This is an optimization exercise on Yosys and OpenROAD, whose aim is a short achievable clock period and few clock cycles, not a production implementation.
Only simulation tests tie the RTL to the original design; equivalence was not proved.
Power and IR drop assume default switching activity.

===== config.mk =====
export PLATFORM = sky130hd
export DESIGN_NAME = riscv
export DESIGN_NICKNAME = riscv
export VERILOG_FILES = /design/flow/design.v
export SDC_FILE = /design/flow/constraint.sdc
export NUM_CORES = 8
export LEC_CHECK = 0
export CAP_MARGIN = 20
export CORE_MARGIN = 2
export CORE_UTILIZATION = 40
export PLACE_DENSITY = 0.6
export SLEW_MARGIN = 20

===== constraint.sdc =====
create_clock -name core_clock -period 10.0 [get_ports {clk}]
set_input_delay 2.0000 -clock core_clock [delete_from_list [all_inputs] [get_ports {clk}]]
set_output_delay 2.0000 -clock core_clock [all_outputs]
set_load 0.01 [all_outputs]

===== design.v =====
module riscv_if(
	input				clk,
	input				rst,
	input		[4:0]		stall,
	input				br_i,	 
	input		[31:0]	pc_i,	 
	output	reg	[31:0]	pc_o	 
);
always @(posedge clk or posedge rst) begin
	if (rst) begin
		pc_o <= 0;
	end else if (stall[0]) begin
	end else if (br_i) begin
		pc_o <= pc_i;
	end else begin
		pc_o <= pc_o + 4;
	end
end
endmodule
module riscv_id(
	input		[31:0]	pc_i,
	input		[31:0]	inst_i,
	input		[31:0]	rs1_val_i,
	input		[31:0]	rs2_val_i,
	output		[4:0]	rs1_idx_o,
	output		[4:0]	rs2_idx_o,
	output	reg			rs_re_o,
	output		[4:0]	rd_idx_o,
	output	reg			rd_we_o,
	output	reg	[7:0]	alu_op_o,
	output	reg	[31:0]	alu_a_o,
	output	reg	[31:0]	alu_b_o,
	output	reg	[31:0]	offset_o,
	output	reg			br_o,
	output	reg			zero_en_o,
	output		[31:0]	data_o,
	output	reg			data_we_o,
	output	reg			data_re_o
);
wire	[31:0]	I_imm;
wire	[31:0]	S_imm;
wire	[31:0]	B_imm;
wire	[31:0]	J_imm;
wire	[31:0]	U_imm;
assign	I_imm	= {{20{inst_i[31]}}, inst_i[31:20]};
assign	S_imm	= {{20{inst_i[31]}}, inst_i[31:25], inst_i[11:7]};
assign	B_imm	= {{20{inst_i[31]}}, inst_i[7], inst_i[30:25], inst_i[11:8], 1'b0};
assign	J_imm	= {{12{inst_i[31]}}, inst_i[19:12], inst_i[20], inst_i[30:21], 1'b0};
assign	U_imm	= {inst_i[31:12], 12'b0};
assign	rs1_idx_o	= inst_i[19:15];
assign	rs2_idx_o	= inst_i[24:20];
assign	rd_idx_o	= inst_i[11:7];
assign	data_o		= rs2_val_i;
always @(*) begin
	alu_op_o	= 4'b0000;
	alu_a_o		= rs1_val_i;
	alu_b_o		= rs2_val_i;
	offset_o	= 32'b0;
	data_we_o	= 1'b0;
	data_re_o	= 1'b0;
	rs_re_o		= 1'b1;
	rd_we_o		= 1'b1;
	br_o		= 1'b0;
	zero_en_o	= 1'b1;
	if ((inst_i & 32'hfe00707f) == 32'h33) begin  
		alu_op_o	= 4'b0100;
	end else if ((inst_i & 32'hfe00707f) == 32'h40000033) begin  
		alu_op_o	= 4'b0110;
	end else if ((inst_i & 32'hfe00707f) == 32'h4033) begin  
		alu_op_o	= 4'b1001;
	end else if ((inst_i & 32'hfe00707f) == 32'h6033) begin  
		alu_op_o	= 4'b1000;
	end else if ((inst_i & 32'hfe00707f) == 32'h7033) begin  
		alu_op_o	= 4'b0111;
	end else if ((inst_i & 32'hfe00707f) == 32'h1033) begin  
		alu_op_o	= 4'b0001;
	end else if ((inst_i & 32'hfe00707f) == 32'h5033) begin  
		alu_op_o	= 4'b0010;
	end else if ((inst_i & 32'hfe00707f) == 32'h40005033) begin  
		alu_op_o	= 4'b0011;
	end else if ((inst_i & 32'hfe00707f) == 32'h2033) begin  
		alu_op_o	= 4'b1011;
	end else if ((inst_i & 32'hfe00707f) == 32'h3033) begin  
		alu_op_o	= 4'b1010;
	end else if ((inst_i & 32'h707f) == 32'h13) begin  
		alu_op_o	= 4'b0100;
		alu_b_o		= I_imm;
	end else if ((inst_i & 32'h707f) == 32'h4013) begin  
		alu_op_o	= 4'b1001;
		alu_b_o		= I_imm;
	end else if ((inst_i & 32'h707f) == 32'h6013) begin  
		alu_op_o	= 4'b1000;
		alu_b_o		= I_imm;
	end else if ((inst_i & 32'h707f) == 32'h7013) begin  
		alu_op_o	= 4'b0111;
		alu_b_o		= I_imm;
	end else if ((inst_i & 32'hfc00707f) == 32'h1013) begin  
		alu_op_o	= 4'b0001;
		alu_b_o		= I_imm;
	end else if ((inst_i & 32'hfc00707f) == 32'h5013) begin  
		alu_op_o	= 4'b0010;
		alu_b_o		= I_imm;
	end else if ((inst_i & 32'hfc00707f) == 32'h40005013) begin  
		alu_op_o	= 4'b0011;
		alu_b_o		= I_imm;
	end else if ((inst_i & 32'h707f) == 32'h2013) begin  
		alu_op_o	= 4'b1011;
		alu_b_o		= I_imm;
	end else if ((inst_i & 32'h707f) == 32'h3013) begin  
		alu_op_o	= 4'b1010;
		alu_b_o		= I_imm;
	end else if ((inst_i & 32'h707f) == 32'h3) begin  
		alu_op_o	= 4'b0100;
		alu_b_o		= I_imm;
		data_re_o	= 1'b1;
	end else if ((inst_i & 32'h707f) == 32'h1003) begin  
		alu_op_o	= 4'b0100;
		alu_b_o		= I_imm;
		data_re_o	= 1'b1;
	end else if ((inst_i & 32'h707f) == 32'h2003) begin  
		alu_op_o	= 4'b0100;
		alu_b_o		= I_imm;
		data_re_o	= 1'b1;
	end else if ((inst_i & 32'h707f) == 32'h4003) begin  
		alu_op_o	= 4'b0100;
		alu_b_o		= I_imm;
		data_re_o	= 1'b1;
	end else if ((inst_i & 32'h707f) == 32'h5003) begin  
		alu_op_o	= 4'b0100;
		alu_b_o		= I_imm;
		data_re_o	= 1'b1;
	end else if ((inst_i & 32'h707f) == 32'h23) begin  
		alu_op_o	= 4'b0100;
		alu_b_o		= S_imm;
		data_we_o	= 1'b1;
		rd_we_o		= 1'b0;
	end else if ((inst_i & 32'h707f) == 32'h1023) begin  
		alu_op_o	= 4'b0100;
		alu_b_o		= S_imm;
		data_we_o	= 1'b1;
		rd_we_o		= 1'b0;
	end else if ((inst_i & 32'h707f) == 32'h2023) begin  
		alu_op_o	= 4'b0100;
		alu_b_o		= S_imm;
		data_we_o	= 1'b1;
		rd_we_o		= 1'b0;
	end else if ((inst_i & 32'h707f) == 32'h63) begin  
		alu_op_o	= 4'b0110;
		offset_o	= B_imm;
		br_o		= 1'b1;
		rd_we_o		= 1'b0;
	end else if ((inst_i & 32'h707f) == 32'h1063) begin  
		alu_op_o	= 4'b0110;
		offset_o	= B_imm;
		br_o		= 1'b1;
		zero_en_o	= 1'b0;
		rd_we_o		= 1'b0;
	end else if ((inst_i & 32'h707f) == 32'h4063) begin  
		alu_op_o	= 4'b1011;
		offset_o	= B_imm;
		br_o		= 1'b1;
		zero_en_o	= 1'b0;
		rd_we_o		= 1'b0;
	end else if ((inst_i & 32'h707f) == 32'h5063) begin  
		alu_op_o	= 4'b1011;
		offset_o	= B_imm;
		br_o		= 1'b1;
		rd_we_o		= 1'b0;
	end else if ((inst_i & 32'h707f) == 32'h6063) begin  
		alu_op_o	= 4'b1010;
		offset_o	= B_imm;
		br_o		= 1'b1;
		zero_en_o	= 1'b0;
		rd_we_o		= 1'b0;
	end else if ((inst_i & 32'h707f) == 32'h7063) begin  
		alu_op_o	= 4'b1010;
		offset_o	= B_imm;
		br_o		= 1'b1;
		rd_we_o		= 1'b0;
	end else if ((inst_i & 32'h7f) == 32'h6f) begin  
		alu_op_o	= 4'b0100;
		alu_a_o		= pc_i;
		alu_b_o		= 4;
		rs_re_o		= 1'b0;
		offset_o	= J_imm;
		br_o		= 1'b1;
		zero_en_o	= 1'b0;
	end else if ((inst_i & 32'h707f) == 32'h67) begin  
		alu_op_o	= 4'b0100;
		alu_a_o		= pc_i;
		alu_b_o		= 4;
		offset_o	= ((I_imm + rs1_val_i) & 32'hfffffffe) - pc_i;
		br_o		= 1'b1;
		zero_en_o	= 1'b0;
	end else if ((inst_i & 32'h7f) == 32'h37) begin  
		alu_op_o	= 4'b0100;
		alu_a_o		= 32'b0;
		alu_b_o		= U_imm;
		rs_re_o		= 1'b0;
	end else if ((inst_i & 32'h7f) == 32'h17) begin  
		alu_op_o	= 4'b0100;
		alu_a_o		= pc_i;
		alu_b_o		= U_imm;
		rs_re_o		= 1'b0;
	end
end
endmodule
module riscv_alu(
	input	[7:0]	alu_op_i,
	input	[31:0]	alu_a_i,
	input	[31:0]	alu_b_i,
	output			zero_o,
	output	[31:0]	alu_p_o
);
reg	[31:0]	result_r;
reg	[31:16]		shift_right_fill_r;
reg	[31:0]	shift_right_1_r;
reg	[31:0]	shift_right_2_r;
reg	[31:0]	shift_right_4_r;
reg	[31:0]	shift_right_8_r;
reg	[31:0]	shift_left_1_r;
reg	[31:0]	shift_left_2_r;
reg	[31:0]	shift_left_4_r;
reg	[31:0]	shift_left_8_r;
wire	[31:0]	sub_res_w = alu_a_i - alu_b_i;
always @ (*) begin
	shift_right_fill_r = 16'b0;
	shift_right_1_r = 32'b0;
	shift_right_2_r = 32'b0;
	shift_right_4_r = 32'b0;
	shift_right_8_r = 32'b0;
	shift_left_1_r = 32'b0;
	shift_left_2_r = 32'b0;
	shift_left_4_r = 32'b0;
	shift_left_8_r = 32'b0;
	case (alu_op_i)
	4'b0001 : begin
		if (alu_b_i[0] == 1'b1)
			shift_left_1_r = {alu_a_i[30:0],1'b0};
		else
			shift_left_1_r = alu_a_i;
		if (alu_b_i[1] == 1'b1)
			shift_left_2_r = {shift_left_1_r[29:0],2'b00};
		else
			shift_left_2_r = shift_left_1_r;
		if (alu_b_i[2] == 1'b1)
			shift_left_4_r = {shift_left_2_r[27:0],4'b0000};
		else
			shift_left_4_r = shift_left_2_r;
		if (alu_b_i[3] == 1'b1)
			shift_left_8_r = {shift_left_4_r[23:0],8'b00000000};
		else
			shift_left_8_r = shift_left_4_r;
		if (alu_b_i[4] == 1'b1)
			result_r = {shift_left_8_r[15:0],16'b0000000000000000};
		else
			result_r = shift_left_8_r;
	end
	4'b0010, 4'b0011: begin
		if (alu_a_i[31] == 1'b1 && alu_op_i == 4'b0011)
			shift_right_fill_r = 16'b1111111111111111;
		else
			shift_right_fill_r = 16'b0000000000000000;
		if (alu_b_i[0] == 1'b1)
			shift_right_1_r = {shift_right_fill_r[31], alu_a_i[31:1]};
		else
			shift_right_1_r = alu_a_i;
		if (alu_b_i[1] == 1'b1)
			shift_right_2_r = {shift_right_fill_r[31:30], shift_right_1_r[31:2]};
		else
			shift_right_2_r = shift_right_1_r;
		if (alu_b_i[2] == 1'b1)
			shift_right_4_r = {shift_right_fill_r[31:28], shift_right_2_r[31:4]};
		else
			shift_right_4_r = shift_right_2_r;
		if (alu_b_i[3] == 1'b1)
			shift_right_8_r = {shift_right_fill_r[31:24], shift_right_4_r[31:8]};
		else
			shift_right_8_r = shift_right_4_r;
		if (alu_b_i[4] == 1'b1)
			result_r = {shift_right_fill_r[31:16], shift_right_8_r[31:16]};
		else
			result_r = shift_right_8_r;
	end
	4'b0100 : begin
		result_r	= (alu_a_i + alu_b_i);
	end
	4'b0110 : begin
		result_r	= sub_res_w;
	end
	4'b0111 : begin
		result_r	= (alu_a_i & alu_b_i);
	end
	4'b1000  : begin
		result_r	= (alu_a_i | alu_b_i);
	end
	4'b1001 : begin
		result_r	= (alu_a_i ^ alu_b_i);
	end
	4'b1010 : begin
		result_r	  = (alu_a_i < alu_b_i) ? 32'h1 : 32'h0;
	end
	4'b1011  : begin
		if (alu_a_i[31] != alu_b_i[31])
			result_r  = alu_a_i[31] ? 32'h1 : 32'h0;
		else
			result_r  = sub_res_w[31] ? 32'h1 : 32'h0;		
	end
	default  : begin
		result_r	  = alu_a_i;
	end
	endcase
end
assign alu_p_o	= result_r;
assign zero_o	= (result_r == 32'h0);
endmodule
module riscv_ex (
	input		[31:0]	pc_i,
	input		[7:0]	alu_op_i,
	input		[31:0]	alu_a_i,
	input		[31:0]	alu_b_i,
	input		[31:0]	offset_i,
	input				br_i,
	input				zero_en_i,
	output				br_o,
	output		[31:0]	pc_o,
	output		[31:0]	data_addr_o
);
wire	zero;
riscv_alu ALU(
	.alu_op_i(alu_op_i),
	.alu_a_i(alu_a_i),
	.alu_b_i(alu_b_i),
	.zero_o(zero),
	.alu_p_o(data_addr_o)
);
assign br_o = (br_i == 1'b1 && zero == zero_en_i);
assign pc_o = pc_i + offset_i;
endmodule
module riscv_wb(
	input		[31:0]	data_i,
	input		[31:0]	data_addr_i,
	input				data_re_i,
	output	reg	[31:0]	rd_val_o
);
always @(*) begin
	if (data_re_i == 1'b1) begin
		rd_val_o = data_i;
	end else begin
		rd_val_o = data_addr_i;
	end
end
endmodule
module riscv_register(
	input				clk,
	input				rst,
	input		[4:0]	rs1_idx_i,
	input		[4:0]	rs2_idx_i,
	input		[4:0]	rd_idx_i,
	input				rd_we_i,
	input		[31:0]	rd_val_i,
	output	reg	[31:0]	rs1_val_o,
	output	reg	[31:0]	rs2_val_o
);
reg	[31:0]	x0;
reg	[31:0]	x1;
reg	[31:0]	x2;
reg	[31:0]	x3;
reg	[31:0]	x4;
reg	[31:0]	x5;
reg	[31:0]	x6;
reg	[31:0]	x7;
reg	[31:0]	x8;
reg	[31:0]	x9;
reg	[31:0]	x10;
reg	[31:0]	x11;
reg	[31:0]	x12;
reg	[31:0]	x13;
reg	[31:0]	x14;
reg	[31:0]	x15;
reg	[31:0]	x16;
reg	[31:0]	x17;
reg	[31:0]	x18;
reg	[31:0]	x19;
reg	[31:0]	x20;
reg	[31:0]	x21;
reg	[31:0]	x22;
reg	[31:0]	x23;
reg	[31:0]	x24;
reg	[31:0]	x25;
reg	[31:0]	x26;
reg	[31:0]	x27;
reg	[31:0]	x28;
reg	[31:0]	x29;
reg	[31:0]	x30;
reg	[31:0]	x31;
always @(posedge clk or posedge rst) begin
	if (rst) begin
		x0 <= 0;
		x1 <= 0;
		x2 <= 0;
		x3 <= 0;
		x4 <= 0;
		x5 <= 0;
		x6 <= 0;
		x7 <= 0;
		x8 <= 0;
		x9 <= 0;
		x10 <= 0;
		x11 <= 0;
		x12 <= 0;
		x13 <= 0;
		x14 <= 0;
		x15 <= 0;
		x16 <= 0;
		x17 <= 0;
		x18 <= 0;
		x19 <= 0;
		x20 <= 0;
		x21 <= 0;
		x22 <= 0;
		x23 <= 0;
		x24 <= 0;
		x25 <= 0;
		x26 <= 0;
		x27 <= 0;
		x28 <= 0;
		x29 <= 0;
		x30 <= 0;
		x31 <= 0;
	end else if (rd_we_i) begin
		case (rd_idx_i)
			1:	x1 <= rd_val_i;
			2:	x2 <= rd_val_i;
			3:	x3 <= rd_val_i;
			4:	x4 <= rd_val_i;
			5:	x5 <= rd_val_i;
			6:	x6 <= rd_val_i;
			7:	x7 <= rd_val_i;
			8:	x8 <= rd_val_i;
			9:	x9 <= rd_val_i;
			10:	x10 <= rd_val_i;
			11:	x11 <= rd_val_i;
			12:	x12 <= rd_val_i;
			13:	x13 <= rd_val_i;
			14:	x14 <= rd_val_i;
			15:	x15 <= rd_val_i;
			16:	x16 <= rd_val_i;
			17:	x17 <= rd_val_i;
			18:	x18 <= rd_val_i;
			19:	x19 <= rd_val_i;
			20:	x20 <= rd_val_i;
			21:	x21 <= rd_val_i;
			22:	x22 <= rd_val_i;
			23:	x23 <= rd_val_i;
			24:	x24 <= rd_val_i;
			25:	x25 <= rd_val_i;
			26:	x26 <= rd_val_i;
			27:	x27 <= rd_val_i;
			28:	x28 <= rd_val_i;
			29:	x29 <= rd_val_i;
			30:	x30 <= rd_val_i;
			31:	x31 <= rd_val_i;
		endcase
	end
end
always @(*) begin
	case (rs1_idx_i)
		1:	rs1_val_o = x1;
		2:	rs1_val_o = x2;
		3:	rs1_val_o = x3;
		4:	rs1_val_o = x4;
		5:	rs1_val_o = x5;
		6:	rs1_val_o = x6;
		7:	rs1_val_o = x7;
		8:	rs1_val_o = x8;
		9:	rs1_val_o = x9;
		10:	rs1_val_o = x10;
		11:	rs1_val_o = x11;
		12:	rs1_val_o = x12;
		13:	rs1_val_o = x13;
		14:	rs1_val_o = x14;
		15:	rs1_val_o = x15;
		16:	rs1_val_o = x16;
		17:	rs1_val_o = x17;
		18:	rs1_val_o = x18;
		19:	rs1_val_o = x19;
		20:	rs1_val_o = x20;
		21:	rs1_val_o = x21;
		22:	rs1_val_o = x22;
		23:	rs1_val_o = x23;
		24:	rs1_val_o = x24;
		25:	rs1_val_o = x25;
		26:	rs1_val_o = x26;
		27:	rs1_val_o = x27;
		28:	rs1_val_o = x28;
		29:	rs1_val_o = x29;
		30:	rs1_val_o = x30;
		31:	rs1_val_o = x31;
		default: rs1_val_o = 0;
	endcase
	case (rs2_idx_i)
		1:	rs2_val_o = x1;
		2:	rs2_val_o = x2;
		3:	rs2_val_o = x3;
		4:	rs2_val_o = x4;
		5:	rs2_val_o = x5;
		6:	rs2_val_o = x6;
		7:	rs2_val_o = x7;
		8:	rs2_val_o = x8;
		9:	rs2_val_o = x9;
		10:	rs2_val_o = x10;
		11:	rs2_val_o = x11;
		12:	rs2_val_o = x12;
		13:	rs2_val_o = x13;
		14:	rs2_val_o = x14;
		15:	rs2_val_o = x15;
		16:	rs2_val_o = x16;
		17:	rs2_val_o = x17;
		18:	rs2_val_o = x18;
		19:	rs2_val_o = x19;
		20:	rs2_val_o = x20;
		21:	rs2_val_o = x21;
		22:	rs2_val_o = x22;
		23:	rs2_val_o = x23;
		24:	rs2_val_o = x24;
		25:	rs2_val_o = x25;
		26:	rs2_val_o = x26;
		27:	rs2_val_o = x27;
		28:	rs2_val_o = x28;
		29:	rs2_val_o = x29;
		30:	rs2_val_o = x30;
		31:	rs2_val_o = x31;
		default: rs2_val_o = 0;
	endcase
end
endmodule
module riscv_id_ex(
	input				clk,
	input				rst,
	input		[4:0]		stall,
	input		[31:0]	pc_i,
	input		[4:0]	rd_idx_i,
	input				rd_we_i,
	input		[7:0]	alu_op_i,
	input		[31:0]	alu_a_i,
	input		[31:0]	alu_b_i,
	input		[31:0]	offset_i,
	input				br_i,
	input				zero_en_i,
	input		[31:0]	data_i,
	input				data_we_i,
	input				data_re_i,
	output	reg	[31:0]	pc_o,
	output	reg	[4:0]	rd_idx_o,
	output	reg			rd_we_o,
	output	reg	[7:0]	alu_op_o,
	output	reg	[31:0]	alu_a_o,
	output	reg	[31:0]	alu_b_o,
	output	reg	[31:0]	offset_o,
	output	reg			br_o,
	output	reg			zero_en_o,
	output	reg	[31:0]	data_o,
	output	reg			data_we_o,
	output	reg			data_re_o
);
always @(posedge clk or posedge rst) begin
	if (rst) begin
		pc_o		<= 0;
		rd_idx_o	<= 0;
		rd_we_o		<= 0;
		alu_op_o	<= 4'b0000;
		alu_a_o		<= 0;
		alu_b_o		<= 0;
		offset_o	<= 0;
		br_o		<= 0;
		zero_en_o	<= 0;
		data_o		<= 0;
		data_we_o	<= 0;
		data_re_o	<= 0;
	end else if (stall[1] && !stall[2]) begin
		pc_o		<= 0;
		rd_idx_o	<= 0;
		rd_we_o		<= 0;
		alu_op_o	<= 4'b0000;
		alu_a_o		<= 0;
		alu_b_o		<= 0;
		offset_o	<= 0;
		br_o		<= 0;
		zero_en_o	<= 0;
		data_o		<= 0;
		data_we_o	<= 0;
		data_re_o	<= 0;
	end else if (!stall[1]) begin
		pc_o		<= pc_i;
		rd_idx_o	<= rd_idx_i;
		rd_we_o		<= rd_we_i;
		alu_op_o	<= alu_op_i;
		alu_a_o		<= alu_a_i;
		alu_b_o		<= alu_b_i;
		offset_o	<= offset_i;
		br_o		<= br_i;
		zero_en_o	<= zero_en_i;
		data_o		<= data_i;
		data_we_o	<= data_we_i;
		data_re_o	<= data_re_i;
	end
end
endmodule
module riscv_ex_mem(
	input				clk,
	input				rst,
	input		[4:0]		stall,
	input		[4:0]	rd_idx_i,
	input				rd_we_i,
	input		[31:0]	data_i,
	input				data_we_i,
	input				data_re_i,
	input		[31:0]	data_addr_i,
	output	reg	[4:0]	rd_idx_o,
	output	reg			rd_we_o,
	output	reg	[31:0]	data_o,
	output	reg			data_we_o,
	output	reg			data_re_o,
	output	reg	[31:0]	data_addr_o
);
always @(posedge clk or posedge rst) begin
	if (rst) begin
		rd_idx_o <= 0;
		rd_we_o <= 0;
		data_o <= 0;
		data_we_o <= 0;
		data_re_o <= 0;
		data_addr_o <= 0;
	end else if (stall[2] && !stall[3]) begin
		rd_idx_o <= 0;
		rd_we_o <= 0;
		data_o <= 0;
		data_we_o <= 0;
		data_re_o <= 0;
		data_addr_o <= 0;
	end else if (!stall[2]) begin
		rd_idx_o <= rd_idx_i;
		rd_we_o <= rd_we_i;
		data_o <= data_i;
		data_we_o <= data_we_i;
		data_re_o <= data_re_i;
		data_addr_o <= data_addr_i;
	end
end
endmodule
module riscv_mem_wb(
	input				clk,
	input				rst,
	input		[4:0]		stall,
	input		[4:0]	rd_idx_i,
	input				rd_we_i,
	input		[31:0]	data_i,
	input		[31:0]	data_addr_i,
	input				data_re_i,
	output	reg	[4:0]	rd_idx_o,
	output	reg			rd_we_o,
	output	reg	[31:0]	data_o,
	output	reg	[31:0]	data_addr_o,
	output	reg			data_re_o
);
always @(posedge clk or posedge rst) begin
	if (rst) begin
		rd_idx_o <= 0;
		rd_we_o <= 0;
		data_o <= 0;
		data_addr_o <= 0;
		data_re_o <= 0;
	end else if (stall[3] && !stall[4]) begin
		rd_idx_o <= 0;
		rd_we_o <= 0;
		data_o <= 0;
		data_addr_o <= 0;
		data_re_o <= 0;
	end else if (!stall[3]) begin
		rd_idx_o <= rd_idx_i;
		rd_we_o <= rd_we_i;
		data_o <= data_i;
		data_addr_o <= data_addr_i;
		data_re_o <= data_re_i;
	end
end
endmodule
module riscv_stall(
	input				rst,
	input				inst_busy_i,
	input				data_busy_i,
	input				rs_re_id_i,
	input		[4:0]	rs1_idx_id_i,
	input		[4:0]	rs2_idx_id_i,
	input				is_load_ex_i,
	input		[4:0]	rd_idx_ex_i,
	input				br_i,
	output	reg	[4:0]		stall
);
wire	is_data_hazard;
assign	is_data_hazard = rs_re_id_i && is_load_ex_i && (rs1_idx_id_i == rd_idx_ex_i || rs2_idx_id_i == rd_idx_ex_i);
always @ (*) begin
	if (rst) begin
		stall = 5'b00000;
	end else if (data_busy_i) begin
		stall = 5'b01111;
	end else if (is_data_hazard) begin
		stall = 5'b00011;
	end else if (br_i) begin
		stall = 5'b00010;
	end else if (inst_busy_i) begin
		stall = 5'b00001;
	end else begin
		stall = 5'b00000;
	end
end
endmodule
module riscv_forward(
	input				rd_we_ex_i,
	input		[4:0]	rd_idx_ex_i,
	input		[31:0]	rd_val_ex_i,
	input				rd_we_mem_i,
	input		[4:0]	rd_idx_mem_i,
	input				data_re_mem_i,
	input		[31:0]	data_addr_mem_i,
	input		[31:0]	data_mem_i,
	input				rd_we_wb_i,
	input		[4:0]	rd_idx_wb_i,
	input		[31:0]	rd_val_wb_i,
	input		[4:0]	rs1_idx_id_i,
	input		[31:0]	rs1_val_reg_i,
	input		[4:0]	rs2_idx_id_i,
	input		[31:0]	rs2_val_reg_i,
	output	reg	[31:0]	rs1_val_o,
	output	reg	[31:0]	rs2_val_o
);
wire	[31:0]	rd_val_mem;
assign	rd_val_mem = data_re_mem_i ? data_mem_i : data_addr_mem_i;
always @(*) begin
	rs1_val_o = rs1_val_reg_i;
	rs2_val_o = rs2_val_reg_i;
	if (rd_we_wb_i && rd_idx_wb_i != 5'd0) begin		 
		if (rd_idx_wb_i == rs1_idx_id_i) begin	 
			rs1_val_o = rd_val_wb_i;
		end
		if (rd_idx_wb_i == rs2_idx_id_i) begin	 
			rs2_val_o = rd_val_wb_i;
		end
	end
	if (rd_we_mem_i && rd_idx_mem_i != 5'd0) begin		 
		if (rd_idx_mem_i == rs1_idx_id_i) begin	 
			rs1_val_o = rd_val_mem;
		end
		if (rd_idx_mem_i == rs2_idx_id_i) begin	 
			rs2_val_o = rd_val_mem;
		end
	end
	if (rd_we_ex_i && rd_idx_ex_i != 5'd0) begin		 
		if (rd_idx_ex_i == rs1_idx_id_i) begin	 
			rs1_val_o = rd_val_ex_i;
		end
		if (rd_idx_ex_i == rs2_idx_id_i) begin	 
			rs2_val_o = rd_val_ex_i;
		end
	end
end
endmodule
module riscv(
	input	wire		clk,
	input	wire		rst,		 
	input	wire	[31:0]	inst_i,		 
	output	wire	[31:0]	inst_addr_o,	 
	output	wire		inst_ce_o,	 
	input	wire	[31:0]	data_i,		 
	output	wire		data_we_o,	 
	output	wire		data_ce_o,	 
	output	wire	[31:0]	data_addr_o,	 
	output	wire	[31:0]	data_o		 
);
wire	[4:0]		stall;		 
wire			br_o_id;	 
wire			br_i_ex;
wire			br_o_ex;
wire	[31:0]	pc_i_ex;	 
wire	[31:0]	pc_next;
wire	[31:0]	rs1_val_id;	 
wire	[31:0]	rs1_val_reg;
wire	[31:0]	rs2_val_id;	 
wire	[31:0]	rs2_val_reg;
wire	[4:0]	rs1_idx_id;	 
wire	[4:0]	rs2_idx_id;	 
wire			rs_re_id;	 
wire	[4:0]	rd_idx_o_id;	 
wire	[4:0]	rd_idx_ex;
wire	[4:0]	rd_idx_mem;
wire	[4:0]	rd_idx_wb;
wire	[31:0]	rd_val_wb;	 
wire			rd_we_o_id;	 
wire			rd_we_ex;
wire			rd_we_mem;
wire			rd_we_wb;
wire	[7:0]	alu_op_o_id;	 
wire	[7:0]	alu_op_i_ex;
wire	[31:0]	alu_a_o_id;	 
wire	[31:0]	alu_a_i_ex;
wire	[31:0]	alu_b_o_id;	 
wire	[31:0]	alu_b_i_ex;
wire	[31:0]	offset_o_id;	 
wire	[31:0]	offset_i_ex;
wire			zero_en_o_id;	 
wire			zero_en_i_ex;
wire	[31:0]	data_o_id;	 
wire	[31:0]	data_ex;
wire	[31:0]	data_i_wb;	 
wire			data_we_o_id;	 
wire			data_we_ex;
wire			data_re_o_id;	 
wire			data_re_ex;
wire			data_re_mem;
wire	[31:0]	data_addr_o_ex;	 
wire	[31:0]	data_addr_i_wb;	 
wire			data_we_i_wb;	 
wire			data_re_i_wb;	 
assign	inst_ce_o = 1;			 
assign	data_ce_o = 1;			 
riscv_stall STALL(
	.rst(rst),
	.inst_busy_i(1'b0),
	.data_busy_i(1'b0),
	.rs_re_id_i(rs_re_id),
	.rs1_idx_id_i(rs1_idx_id),
	.rs2_idx_id_i(rs2_idx_id),
	.is_load_ex_i(data_re_ex),
	.rd_idx_ex_i(rd_idx_ex),
	.br_i(br_o_ex),
	.stall(stall)
);
riscv_forward FORWARD(
	.rd_we_ex_i(rd_we_ex),
	.rd_idx_ex_i(rd_idx_ex),
	.rd_val_ex_i(data_addr_o_ex),
	.rd_we_mem_i(rd_we_mem),
	.rd_idx_mem_i(rd_idx_mem),
	.data_re_mem_i(data_re_mem),
	.data_addr_mem_i(data_addr_o),
	.data_mem_i(data_i),
	.rd_we_wb_i(rd_we_wb),
	.rd_idx_wb_i(rd_idx_wb),
	.rd_val_wb_i(rd_val_wb),
	.rs1_idx_id_i(rs1_idx_id),
	.rs1_val_reg_i(rs1_val_reg),
	.rs2_idx_id_i(rs2_idx_id),
	.rs2_val_reg_i(rs2_val_reg),
	.rs1_val_o(rs1_val_id),
	.rs2_val_o(rs2_val_id)
);
riscv_if IF(
	.clk(clk),
	.rst(rst),
	.stall(stall),
	.br_i(br_o_ex),
	.pc_i(pc_next),
	.pc_o(inst_addr_o)
);
riscv_id ID(
	.pc_i(inst_addr_o),
	.inst_i(inst_i),
	.rs1_val_i(rs1_val_id),
	.rs2_val_i(rs2_val_id),
	.rs1_idx_o(rs1_idx_id),
	.rs2_idx_o(rs2_idx_id),
	.rs_re_o(rs_re_id),
	.rd_idx_o(rd_idx_o_id),
	.rd_we_o(rd_we_o_id),
	.alu_op_o(alu_op_o_id),
	.alu_a_o(alu_a_o_id),
	.alu_b_o(alu_b_o_id),
	.offset_o(offset_o_id),
	.br_o(br_o_id),
	.zero_en_o(zero_en_o_id),
	.data_o(data_o_id),
	.data_we_o(data_we_o_id),
	.data_re_o(data_re_o_id)
);
riscv_register REG(
	.clk(clk),
	.rst(rst),
	.rs1_idx_i(rs1_idx_id),
	.rs2_idx_i(rs2_idx_id),
	.rd_idx_i(rd_idx_wb),
	.rd_we_i(rd_we_wb),
	.rd_val_i(rd_val_wb),
	.rs1_val_o(rs1_val_reg),
	.rs2_val_o(rs2_val_reg)
);
riscv_id_ex ID_EX(
	.clk(clk),
	.rst(rst),
	.stall(stall),
	.pc_i(inst_addr_o),
	.rd_idx_i(rd_idx_o_id),
	.rd_we_i(rd_we_o_id),
	.alu_op_i(alu_op_o_id),
	.alu_a_i(alu_a_o_id),
	.alu_b_i(alu_b_o_id),
	.offset_i(offset_o_id),
	.br_i(br_o_id),
	.zero_en_i(zero_en_o_id),
	.data_i(data_o_id),
	.data_we_i(data_we_o_id),
	.data_re_i(data_re_o_id),
	.pc_o(pc_i_ex),
	.rd_idx_o(rd_idx_ex),
	.rd_we_o(rd_we_ex),
	.alu_op_o(alu_op_i_ex),
	.alu_a_o(alu_a_i_ex),
	.alu_b_o(alu_b_i_ex),
	.offset_o(offset_i_ex),
	.br_o(br_i_ex),
	.zero_en_o(zero_en_i_ex),
	.data_o(data_ex),
	.data_we_o(data_we_ex),
	.data_re_o(data_re_ex)
);
riscv_ex EX(
	.pc_i(pc_i_ex),
	.alu_op_i(alu_op_i_ex),
	.alu_a_i(alu_a_i_ex),
	.alu_b_i(alu_b_i_ex),
	.offset_i(offset_i_ex),
	.br_i(br_i_ex),
	.zero_en_i(zero_en_i_ex),
	.br_o(br_o_ex),
	.pc_o(pc_next),
	.data_addr_o(data_addr_o_ex)
);
riscv_ex_mem EX_MEM(
	.clk(clk),
	.rst(rst),
	.stall(stall),
	.rd_idx_i(rd_idx_ex),
	.rd_we_i(rd_we_ex),
	.data_i(data_ex),
	.data_we_i(data_we_ex),
	.data_re_i(data_re_ex),
	.data_addr_i(data_addr_o_ex),
	.rd_idx_o(rd_idx_mem),
	.rd_we_o(rd_we_mem),
	.data_o(data_o),
	.data_we_o(data_we_o),
	.data_re_o(data_re_mem),
	.data_addr_o(data_addr_o)
);
riscv_mem_wb MEM_WB(
	.clk(clk),
	.rst(rst),
	.stall(stall),
	.rd_idx_i(rd_idx_mem),
	.rd_we_i(rd_we_mem),
	.data_i(data_i),
	.data_addr_i(data_addr_o),
	.data_re_i(data_re_mem),
	.rd_idx_o(rd_idx_wb),
	.rd_we_o(rd_we_wb),
	.data_o(data_i_wb),
	.data_addr_o(data_addr_i_wb),
	.data_re_o(data_re_i_wb)
);
riscv_wb WB(
	.data_i(data_i_wb),
	.data_addr_i(data_addr_i_wb),
	.data_re_i(data_re_i_wb),
	.rd_val_o(rd_val_wb)
);
endmodule

===== run.sh =====
#!/bin/bash
# synth_recipe.tcl (not shown) runs the flow's synth.tcl, then flattens the netlist and writes it again
# the make line also repeats each setting of config.mk as NAME=value (left out here)
make -C /OpenROAD-flow-scripts/flow DESIGN_CONFIG=/design/flow/config.mk WORK_HOME=/design/flow/orfs CLKGATE_MAP_FILE= SYNTH_SCRIPT=/design/flow/synth_recipe.tcl finish

==> results_dict.tcl <==
set metrics [dict create \
    outcome "finished clean" \
    synth_area_per_cell_um2 8.98 \
    dp.cells 10944 \
    critPathCaptureType "flip-flop" \
    crit_path_top_delay_cell "o21ai_0" \
    maxCapViolCount 0 \
    dr.first_iter.drc_count 14075 \
    worst_r2r_endpoint "ID_EX.offset_o[29]$_DFF_PP0_" \
    yosys-top-cells-area "dfrtp_1, a21oi_1, nor2_1" \
    synth_flop_cell "dfrtp_1" \
    yosysTopAreaCellShare 0.443 \
    final_cells 11242 \
    synth_seq_cells 1341 \
    remaining_drc_errors 0 \
    die_y_um 439 \
    grt_pass1_vias 73061 \
    clockBufferDepth 3 \
    critPathMaxStageDelay_ps 660 \
    clkSlewWorstSetupHoldPaths_ps 70 \
    skew_ps 39.2 \
    grt_pass1_wl_mm 576 \
    grt_max_degree 156 \
    cts_buffers 150 \
    synth_seq_area_share 0.443 \
    grtUsageMet2 0.568 \
    min_to "EX_MEM.data_o[25]$_DFF_PP0_" \
    synth_edf_count 0 \
    critPathKind "flip-flop to flip-flop" \
    timing.fmax_mhz 106 \
    synth_commonest_cells "dfrtp_1, nor2_1, a21oi_1" \
    numPortBuffers 162 \
    r2r_cells 36 \
    hold_start "ID_EX.data_o[25]$_DFF_PP0_" \
    use_met3 0.158 \
    hold_viol 0 \
    setup_viol 0 \
    cts_tree "yes" \
    syn_to_final_growth_pct 17.3 \
    overflow 0 \
    cts_max_level 4 \
    track_usage 0.420 \
    period_needed_ps 9470 \
    fp.dieW_um 439 \
    netlist_area_um2 75800 \
    async_flop_share 1.00 \
    cp_max_fo 39 \
    fillers 17854 \
    gp_congestion 1.09 \
    num-nets-final 8872 \
    yosysMostFrequentCell "dfrtp_1" \
    core_area_um2 188000 \
    yosysWarnings 10 \
    peakVddDrop_v 0.000196 \
    antenna_found_initial 32 \
    r2r_start "ID_EX.alu_b_o[0]$_DFF_PP0_" \
    postSynthCellCount 8439 \
    use_met1 0.563 \
    drive_above_1_share 0.130 \
    worst_ep_arrival_time_ps 10150 \
    vias_per_cell 6.95 \
    std_cell_rows 159 \
    clock_sinks 1341 \
    final-max-slew-violation-count 0 \
    total_power_w 0.0239 \
    ios 165 \
    top_usage_layer "met2" \
    dieArea_um2 193000 \
    hold_slack_ps 345 \
    cts_setup_buffers 0 \
    hpwl_mm 281 \
    num_vias 78138 \
    leakagePower_nw 36.9 \
    netlist.top_cell.by_area "dfrtp_1" \
    min_path_cells 0 \
    setup-tns-final_ps 0 \
    clk_latency_ps 850 \
    tightestPinTransition_ps 1240 \
    synthDistinctLibCells 97 \
    firstDrtPassIters 12 \
    critPathLaunchType "flip-flop" \
    ant_nets 0 \
    p_per_area_nw_per_um2 269 \
    period_share 0.947 \
    start_util 0.403 \
    wl_per_cell_um 37.1 \
    rrSetupSlack_ps 530 \
    root_buffer "clkbuf_16" \
    routed_wl_mm 417 \
    slew_headroom 0.166 \
    hold_class "flip-flop to flip-flop" \
    rsz0062_at_grt "false" \
    required_ps 10680 \
]
==> logic make-up after synthesis <==
group,share of synthesized area
AND/OR/NAND/NOR,0.154
multiplexers,0.0362
other,0.0000495
flip-flops,0.443
AO/OA/AOI/OAI,0.272
buffers and inverters,0.0477
XOR/XNOR,0.0140
adder cells (fa/ha/maj),0.0333
==> report_power, final <==
group / leakage, nW / total (W) / internal (W) / switching, W
sequential: 16.3 / 0.00875 / 0.00695 / 0.00180
clock: 2.52 / 0.00587 / 0.00338 / 0.00249
combinational: 18.1 / 0.00934 / 0.00350 / 0.00583
==> layer usage <==
| layer | wire (um) | vias up |
|---|---|---|
| met5 | 198 | - |
| met3 | 59300 | 1788 |
| met1 | 161000 | 38112 |
| met2 | 163000 | 6611 |
| li1 | - | 31599 |
| met4 | 32900 | 28 |
==> layout by cell type (no fill, tap or decap), drive strengths merged, types with 31 or more instances in the layout <==
master	instances
nand4	116
o22ai	98
nor4	43
inv	180
nand2	658
o21a	44
a21o	47
a21oi	879
nor2	996
o211ai	53
mux2	36
dfrtp	1341
a222oi	59
nand2b	46
a22oi	368
mux4	37
or2	31
a211oi	51
nor2b	85
o21ai	604
mux2i	150
xor2	32
a221oi	315
ha	192
clkdlybuf4s50	162
clkbuf	215
nor3	124
nand3	194
and2	91
buf	594
a22o	295
clkinv	35
xnor2	89
==> layout make-up <==
class	instances	area, um2	share of cell area
flip-flops and latches	1341	33600	0.378
diodes	19	47.5	0.000535
clock buffers	214	4370	0.0492
multi-input cells	6182	39800	0.447
inverters	176	664	0.00747
well taps	2495	3120	0.0351
clock inverters	58	786	0.00884
repair buffers	757	6560	0.0738
==> per-stage QoR <==
step / utilization / instance area [um2] / setup slack (ps)
finish: 0.473 / 88900 / 525
global route: 0.473 / 88900 / 1.26
CTS: 0.471 / 88600 / 237
detailed placement: 0.444 / 83400 / 45.6
global placement: 0.444 / 83400 / 10.5
floorplan: - / 75800 / -14530
==> worst max-delay path: cells and delay by family (launching register included) <==
kind	cells	cell delay [ps]
compound gates	22	5370
simple gates	7	1060
fa+ha+maj	4	1500
xor+xnor	2	390
buf+inv	1	560
flops	1	410
==> worst max-delay path by stage <==
stage	depth (start not counted)	end	startpoint
6_report	36	ID_EX.offset_o[29]$_DFF_PP0_	ID_EX.alu_b_o[0]$_DFF_PP0_
2_1_floorplan	8	IF.pc_o[31]$_DFFE_PP0N_	rst
5_1_grt	45	ID_EX.offset_o[24]$_DFF_PP0_	ID_EX.alu_a_o[1]$_DFF_PP0_
3_3_place_gp	37	ID_EX.offset_o[24]$_DFF_PP0_	inst_i[18]
4_1_cts	44	ID_EX.offset_o[24]$_DFF_PP0_	ID_EX.alu_a_o[1]$_DFF_PP0_
3_5_place_dp	37	ID_EX.offset_o[24]$_DFF_PP0_	inst_i[18]
==> repair_timing <==
item                                    in CTS  in global routing
gates resized for setup                      0                  6
endpoints found under the setup margin       0                  8
endpoints found under the hold margin        0                  0
hold buffers                                 0                  0
Testbench counts, summed over its fixed seeds: cycles 172,680.

what the ideal ports hide:
In the flow no input, the clock included, has a driving cell. The finished layout below was timed again as built, in two steps.
Step 1 (the two cells are an assumption about what drives the block):
set clk [get_ports {clk}]
set_driving_cell -lib_cell sky130_fd_sc_hd__clkbuf_16 $clk
set_driving_cell -lib_cell sky130_fd_sc_hd__buf_2 [delete_from_list [all_inputs] $clk]
Step 2, shift: input delay + t, output delay - t, t = (earliest + latest rising clock arrival at the registers) / 2. This alone moves slack from input paths to output paths.
Slacks: ideal ports / drivers / drivers and shift; pairs: ideal ports / drivers.
shift t [ns]: 0.923
setup slack, ns: 0.525 / 0.525 / -0.272
worst register clock-pin slew, ns: 0.07 / 0.07
Met with ideal ports but missed after step 2: setup timing in this run. For this run, drivers alone change the setup slack by 0.000 ns; drivers and shift together by -0.797 ns.
